This design comes from an exercise in tuning for small area, a short achievable clock period and few clock cycles on the open sky130 flow, not from production work. In this exercise RTL edits were held to simulation tests only and were not proved equivalent to the original. No activity file was given, so power comes from the tool's default toggle rates.

==> flow/design.v <==
module mem_rd_sel2 (
    input  wire [31:0] a,
    input  wire        sa,
    input  wire [31:0] b,
    input  wire        sb,
    output wire [31:0] yn
);
    assign yn = ~((a & {32{sa}}) | (b & {32{sb}}));
endmodule
module mem_nand4 (
    input  wire [31:0] a, b, c, d,
    output wire [31:0] y
);
    assign y = ~(a & b & c & d);
endmodule
module mem_nor2 (
    input  wire [31:0] a, b,
    output wire [31:0] y
);
    assign y = ~(a | b);
endmodule
module mem_nand2 (
    input  wire [31:0] a, b,
    output wire [31:0] y
);
    assign y = ~(a & b);
endmodule
module mem_dec2 (
    input  wire [1:0] a,
    input  wire       en,
    output wire [3:0] y
);
    assign y[0] = en & ~a[1] & ~a[0];
    assign y[1] = en & ~a[1] &  a[0];
    assign y[2] = en &  a[1] & ~a[0];
    assign y[3] = en &  a[1] &  a[0];
endmodule
module mem_nor4 (
    input  wire [3:0] a,
    output wire       y
);
    assign y = ~|a;
endmodule
module mem_nor3 (
    input  wire [2:0] a,
    output wire       y
);
    assign y = ~|a;
endmodule
module mem_nand3 (
    input  wire [2:0] a,
    output wire       y
);
    assign y = ~&a;
endmodule
module mem_in_range (
    input  wire [21:0] a,
    output wire        y
);
    wire [5:0] z;
    wire [1:0] n;
    mem_nor4  u_z0 (.a(a[3:0]),   .y(z[0]));
    mem_nor4  u_z1 (.a(a[7:4]),   .y(z[1]));
    mem_nor4  u_z2 (.a(a[11:8]),  .y(z[2]));
    mem_nor4  u_z3 (.a(a[15:12]), .y(z[3]));
    mem_nor3  u_z4 (.a(a[18:16]), .y(z[4]));
    mem_nor3  u_z5 (.a(a[21:19]), .y(z[5]));
    mem_nand3 u_n0 (.a(z[2:0]),   .y(n[0]));
    mem_nand3 u_n1 (.a(z[5:3]),   .y(n[1]));
    assign y = ~(n[0] | n[1]);
endmodule
module axi4_lite_system_top #(
    parameter ADDR_WIDTH = 32,
    parameter DATA_WIDTH = 32,
    parameter STRB_WIDTH = DATA_WIDTH/8
)(
    input wire clk,
    input wire reset_n,
    input wire                    write_req,
    input wire [ADDR_WIDTH-1:0]   write_addr,
    input wire [DATA_WIDTH-1:0]   write_data,
    input wire [STRB_WIDTH-1:0]   write_strb,
    output reg                    write_done,
    output reg [1:0]              write_resp,
    input wire                    read_req,
    input wire [ADDR_WIDTH-1:0]   read_addr,
    output reg [DATA_WIDTH-1:0]   read_data,
    output reg                    read_done,
    output reg [1:0]              read_resp
);
    localparam RESP_OKAY   = 2'b00;
    localparam RESP_SLVERR = 2'b10;
    wire wr_valid, rd_valid;
    mem_in_range u_wr_range (.a(write_addr[31:10]), .y(wr_valid));
    mem_in_range u_rd_range (.a(read_addr[31:10]),  .y(rd_valid));
    wire [3:0] wstrb = write_strb & {4{write_req & reset_n & wr_valid}};
    wire [3:0] wp0, wp1, wp2, wp3;
    mem_dec2 u_wdec0 (.a(write_addr[3:2]), .en(1'b1),  .y(wp0));
    mem_dec2 u_wdec1 (.a(write_addr[5:4]), .en(1'b1),  .y(wp1));
    mem_dec2 u_wdec2 (.a(write_addr[7:6]), .en(1'b1),  .y(wp2));
    mem_dec2 u_wdec3 (.a(write_addr[9:8]), .en(1'b1),  .y(wp3));
    wire [15:0] whi = {{4{wp3[3]}} & wp2, {4{wp3[2]}} & wp2, {4{wp3[1]}} & wp2, {4{wp3[0]}} & wp2};
    wire [15:0] wlo = {{4{wp1[3]}} & wp0, {4{wp1[2]}} & wp0, {4{wp1[1]}} & wp0, {4{wp1[0]}} & wp0};
    wire [63:0] whb;    
    genvar h, b, w;
    generate
        for (h = 0; h < 16; h = h + 1) begin : g_whb
            assign whb[4*h +: 4] = wstrb & {4{whi[h]}};
        end
    endgenerate
    wire [3:0] rp0, rp1, rp2, rp3;
    mem_dec2 u_rdec0 (.a(read_addr[3:2]), .en(1'b1),     .y(rp0));
    mem_dec2 u_rdec1 (.a(read_addr[5:4]), .en(1'b1),     .y(rp1));
    mem_dec2 u_rdec2 (.a(read_addr[7:6]), .en(1'b1),     .y(rp2));
    mem_dec2 u_rdec3 (.a(read_addr[9:8]), .en(1'b1),     .y(rp3));
    wire [15:0] rhi = {{4{rp3[3]}} & rp2, {4{rp3[2]}} & rp2, {4{rp3[1]}} & rp2, {4{rp3[0]}} & rp2};
    wire [15:0] rlo = {{4{rp1[3]}} & rp0, {4{rp1[2]}} & rp0, {4{rp1[1]}} & rp0, {4{rp1[0]}} & rp0};
    wire [31:0] word [0:255];
    wire [255:0] rsel;
    generate
        for (w = 0; w < 256; w = w + 1) begin : g_word
            assign rsel[w] = rhi[w / 16] & rlo[w % 16];
            for (b = 0; b < 4; b = b + 1) begin : g_byte
                reg [7:0] q;
                always @(posedge clk)
                    if (whb[4 * (w / 16) + b] & wlo[w % 16])
                        q <= write_data[8*b +: 8];
                assign word[w][8*b +: 8] = q;
            end
        end
    endgenerate
    wire [31:0] l1 [0:127];
    wire [31:0] l2 [0:31];
    wire [31:0] l3 [0:15];
    wire [31:0] l4 [0:7];
    wire [31:0] l5 [0:3];
    wire [31:0] l6 [0:1];
    genvar j;
    generate
        for (j = 0; j < 128; j = j + 1) begin : g_l1
            mem_rd_sel2 u (.a(word[2*j]), .sa(rsel[2*j]), .b(word[2*j+1]), .sb(rsel[2*j+1]), .yn(l1[j]));
        end
        for (j = 0; j < 32; j = j + 1) begin : g_l2
            mem_nand4 u (.a(l1[4*j]), .b(l1[4*j+1]), .c(l1[4*j+2]), .d(l1[4*j+3]), .y(l2[j]));
        end
        for (j = 0; j < 16; j = j + 1) begin : g_l3
            mem_nor2 u (.a(l2[2*j]), .b(l2[2*j+1]), .y(l3[j]));
        end
        for (j = 0; j < 8; j = j + 1) begin : g_l4
            mem_nand2 u (.a(l3[2*j]), .b(l3[2*j+1]), .y(l4[j]));
        end
        for (j = 0; j < 4; j = j + 1) begin : g_l5
            mem_nor2 u (.a(l4[2*j]), .b(l4[2*j+1]), .y(l5[j]));
        end
        for (j = 0; j < 2; j = j + 1) begin : g_l6
            mem_nand2 u (.a(l5[2*j]), .b(l5[2*j+1]), .y(l6[j]));
        end
    endgenerate
    wire [31:0] rd_word = (l6[0] | l6[1]) & {32{rd_valid}};
    always @(posedge clk or negedge reset_n) begin
        if (!reset_n) begin
            write_done <= 1'b0;
            read_done  <= 1'b0;
        end else begin
            write_done <= write_req;
            read_done  <= read_req;
        end
    end
    always @(posedge clk) begin
        write_resp <= wr_valid ? RESP_OKAY : RESP_SLVERR;
        read_resp  <= rd_valid ? RESP_OKAY : RESP_SLVERR;
        read_data  <= rd_word;
    end
endmodule
make LEC_CHECK=0 CAP_MARGIN=20 CORE_MARGIN=2 CORE_UTILIZATION=55 CTS_CLUSTER_DIAMETER=100 CTS_CLUSTER_SIZE=30 SETUP_SLACK_MARGIN=3.6 SLEW_MARGIN=20 SYNTH_HIERARCHICAL=1 finish   # period 7.0 ns
run.sh (not shown) runs the stock make flow with config.mk's settings and CLKGATE_MAP_FILE= SYNTH_SCRIPT=/design/flow/synth_recipe.tcl, a recipe that flattens the netlist after the stock synthesis.
Testbench counts at the start, summed over its fixed seeds: cycles 4,800.
Edit:
Settings changed: CAP_MARGIN 20 to 40, SLEW_MARGIN 20 to 60.
What happened: Count of clock-buffer cells in the layout falls by 1; register-to-register slack loses 0.04 ns; final area rises by 1.6%.
Edit:
Settings changed: SETUP_SLACK_MARGIN 3.6 to 4.0.
Effect: Combinational power went up by about 2%. Utilization went up by 1.4 points. Hold slack gets better by 0.066 ns. Total power hardly moves. Setup slack gets better by 0.32 ns. Die area stays the same. Sequential cell count is unchanged.

---

## the baseline
Another version of the RTL of axi4_lite_system_top (not shown whole).
Size in the first run: ~17000 cells after synthesis, about 8200 flip-flops, ~140 I/O pins.
export LEC_CHECK = 0
export CAP_MARGIN = 40
export CORE_MARGIN = 2
export CORE_UTILIZATION = 60
export CTS_CLUSTER_DIAMETER = 100
export CTS_CLUSTER_SIZE = 30
export SETUP_SLACK_MARGIN = 4.0
export SLEW_MARGIN = 60
export SYNTH_HIERARCHICAL = 1
create_clock -name core_clock -period 7.0 [get_ports {clk}]
standard.sh (not shown) runs the stock make flow with config.mk's settings and CLKGATE_MAP_FILE= SYNTH_SCRIPT=/design/flow/synth_recipe.tcl, a recipe that flattens the netlist after the stock synthesis.
==> flow/flow/run.sh <==
#!/bin/bash
# Layout flow: the standard ORFS flow (standard.sh) in two calls.
#  1. synthesis and floorplan with no setup margin, so the floorplan step
#     does not upsize gates before placement (it has no wire loads yet);
#  2. the rest of the flow with the settings of config.mk, port buffers of
#     type buf_4, and an area-recovery step after global routing
#     (grt_post.tcl, with recover.tcl).
# Each call's output goes to its own log here; ORFS keeps per-step logs
# under orfs/logs.
set -euo pipefail
F=$(pwd)/flow
bash standard.sh SETUP_SLACK_MARGIN=0 floorplan > flow_floorplan.log 2>&1
bash standard.sh "BUFFER_PORTS_ARGS=-buffer_cell sky130_fd_sc_hd__buf_4" \
  "POST_GLOBAL_ROUTE_TCL=$F/grt_post.tcl" finish > flow_finish.log 2>&1
==> flow/flow/grt_post.tcl <==
# POST_GLOBAL_ROUTE hook: after the global-route timing repair, which works
# to the setup margin of config.mk, give back area on paths that have slack
# to spare (recover.tcl): cells are downsized while every path through them
# keeps at least the design's worst slack plus a guard band. Then the
# changed nets are routed again and the route guides rewritten.
source [file join [file dirname [info script]] recover.tcl]
global_route -start_incremental
rc_area_recover 0.1 {0.6 0.4 0.3 0.2 0.15 0.1 0.1 0.08 0.08}
detailed_placement
global_route -end_incremental
estimate_parasitics -global_routing
report_worst_slack
report_worst_slack -min
report_design_area
write_guides $::env(RESULTS_DIR)/route.guide
==> flow/flow/recover.tcl <==
# Area recovery after global routing: downsize logic cells by one drive
# step (same footprint) where paths through them have slack to spare, then
# re-estimate parasitics and undo the changes on any path that fell below
# the design's worst slack plus a guard band. Repeat a few rounds.
proc rc_inst_slack {inst} {
  set worst 1e9
  foreach p [get_pins -of_objects $inst -filter "direction==output"] {
    set s [get_property $p slack_max]
    if {$s ne "" && $s < $worst} { set worst $s }
  }
  return $worst
}

proc rc_smaller {m} {
  if {![regexp {^(sky130_fd_sc_hd__\w+?)_(\d+)$} $m -> base drv]} { return "" }
  set best ""
  foreach d {1 2 3 4 6 8 12 16} {
    if {$d >= $drv} break
    if {[llength [get_lib_cells -quiet */${base}_$d]]} { set best ${base}_$d }
  }
  return $best
}

proc rc_skip {m} {
  foreach pat {*clkbuf* *df* *edf* *dly* *clkinv* *conb* *tap* *fill* *diode*} {
    if {[string match $pat $m]} { return 1 }
  }
  return 0
}

set ::rc_max_slew 0.5
proc rc_wns {} { return [expr {[sta::worst_slack_cmd max] * 1e9}] }

proc rc_area_recover {guard rounds} {
  estimate_parasitics -global_routing
  set floor [expr {[rc_wns] + 0}]
  set floor [expr {$floor + $guard}]
  set slew0 [sta::max_slew_violation_count]
  set cap0 [sta::max_capacitance_violation_count]
  puts "recover: start wns [rc_wns] floor $floor area [rsz::design_area]"
  foreach delta $rounds {
    # downsize one step where the slack exceeds floor + delta
    set changed {}
    foreach inst [get_cells *] {
      set m [get_property $inst ref_name]
      if {[rc_skip $m]} continue
      set new [rc_smaller $m]
      if {$new eq ""} continue
      if {[rc_inst_slack $inst] < $floor + $delta} continue
      lappend changed [list $inst $m]
    }
    foreach c $changed { lassign $c inst m; replace_cell $inst [rc_smaller $m] }
    estimate_parasitics -global_routing
    puts "recover: delta $delta downsized [llength $changed], wns [rc_wns]"
    # undo on failing paths until clean
    array unset orig
    foreach c $changed { set orig([get_full_name [lindex $c 0]]) [lindex $c 1] }
    for {set it 0} {$it < 20} {incr it} {
      set bad {}
      foreach path [find_timing_paths -path_delay max -slack_max $floor -group_path_count 100000 -endpoint_path_count 1] {
        foreach pt [get_property $path points] {
          set pin [get_property $pt pin]
          if {[catch {set iname [get_full_name [get_cells -of_objects $pin]]}]} continue
          if {[info exists orig($iname)]} { lappend bad $iname }
        }
      }
      # changed cells whose output slew got large
      foreach iname [array names orig] {
        foreach p [get_pins -of_objects [get_cells $iname] -filter "direction==output"] {
          foreach k {slew_max_rise slew_max_fall} {
            set sl [get_property $p $k]
            if {$sl ne "" && $sl > $::rc_max_slew} { lappend bad $iname }
          }
        }
      }
      set bad [lsort -unique $bad]
      set nb 0
      foreach iname $bad {
        if {[info exists orig($iname)]} { replace_cell [get_cells $iname] $orig($iname); unset orig($iname); incr nb }
      }
      if {$nb == 0} break
      estimate_parasitics -global_routing
      puts "recover:   undo $nb, wns [rc_wns]"
    }
    puts "recover: after delta $delta: kept [array size orig], wns [rc_wns], area [rsz::design_area], slew [sta::max_slew_violation_count] cap [sta::max_capacitance_violation_count]"
  }
}
The baseline | stages: all done | timing, DRC, antenna: all pass
Testbench counts of the baseline, summed over its fixed seeds: cycles 4,800.
## Diff of input files: the candidate against the baseline
--- a/flow/flow/grt_post.tcl
+++ b/flow/flow/grt_post.tcl
@@ -6,5 +6,5 @@
 source [file join [file dirname [info script]] recover.tcl]
 global_route -start_incremental
-rc_area_recover 0.1 {0.6 0.4 0.3 0.2 0.15 0.1 0.1 0.08 0.08}
+rc_area_recover 0.08 {0.6 0.4 0.3 0.2 0.15 0.1 0.1 0.08 0.08}
 detailed_placement
 global_route -end_incremental
--- a/flow/flow/recover.tcl
+++ b/flow/flow/recover.tcl
@@ -29,5 +29,5 @@
 }
 
-set ::rc_max_slew 0.5
+set ::rc_max_slew 0.9
 proc rc_wns {} { return [expr {[sta::worst_slack_cmd max] * 1e9}] }
 
Notes after the runs:
The candidate: flow completed, timing, DRC and antenna clean. Diff the candidate..the baseline | signal arrival time at the worst endpoint | negligible. Re fraction of area in multi-input gates: the candidate and the baseline aren't equal, and the higher value belongs to the baseline. Relative to the baseline, power density over the cells increased by 1.6 nW/µm² in the candidate. Delta (the candidate minus the baseline): power consumption shows no meaningful change, area of all placed cells without fillers shows a reduction of 0.73%, internal portion of total power shows no meaningful change. The candidate vs the baseline: minimum clock period up.

## what the ideal ports hide
In the flow no input, the clock included, has a driving cell. The finished layouts below were timed again as built, in two steps.
Step 1 (the two cells are an assumption about what drives the block):
set clk [get_ports {clk}]
set_driving_cell -lib_cell sky130_fd_sc_hd__clkbuf_16 $clk
set_driving_cell -lib_cell sky130_fd_sc_hd__buf_2 [delete_from_list [all_inputs] $clk]
Step 2 also shifts input and output timing later by t, the mid clock arrival at the registers, as if the neighbouring blocks saw the same clock.
Three values: ideal, step 1, step 2; two values: the first two.
run	t (ns)	setup WS [ns]	latest minus earliest clock arrival (ns)	worst slew at a driven data input, ns
the first run of note 1	1.155	3.158 / 3.158 / 2.003	0.082 / 0.082	0.37
the second run of note 1	1.150	3.495 / 3.450 / 2.300	0.067 / 0.067	0.31
the third run of note 1	1.148	3.813 / 3.741 / 2.593	0.058 / 0.058	0.32
the baseline	1.150	3.804 / 3.712 / 2.563	0.062 / 0.063	0.32
the candidate	1.147	3.794 / 3.715 / 2.567	0.056 / 0.057	0.34
After both steps setup and hold are still met in every run listed. For the baseline, which loses most, drivers alone change the setup slack by -0.092 ns; drivers and shift together by -1.241 ns.
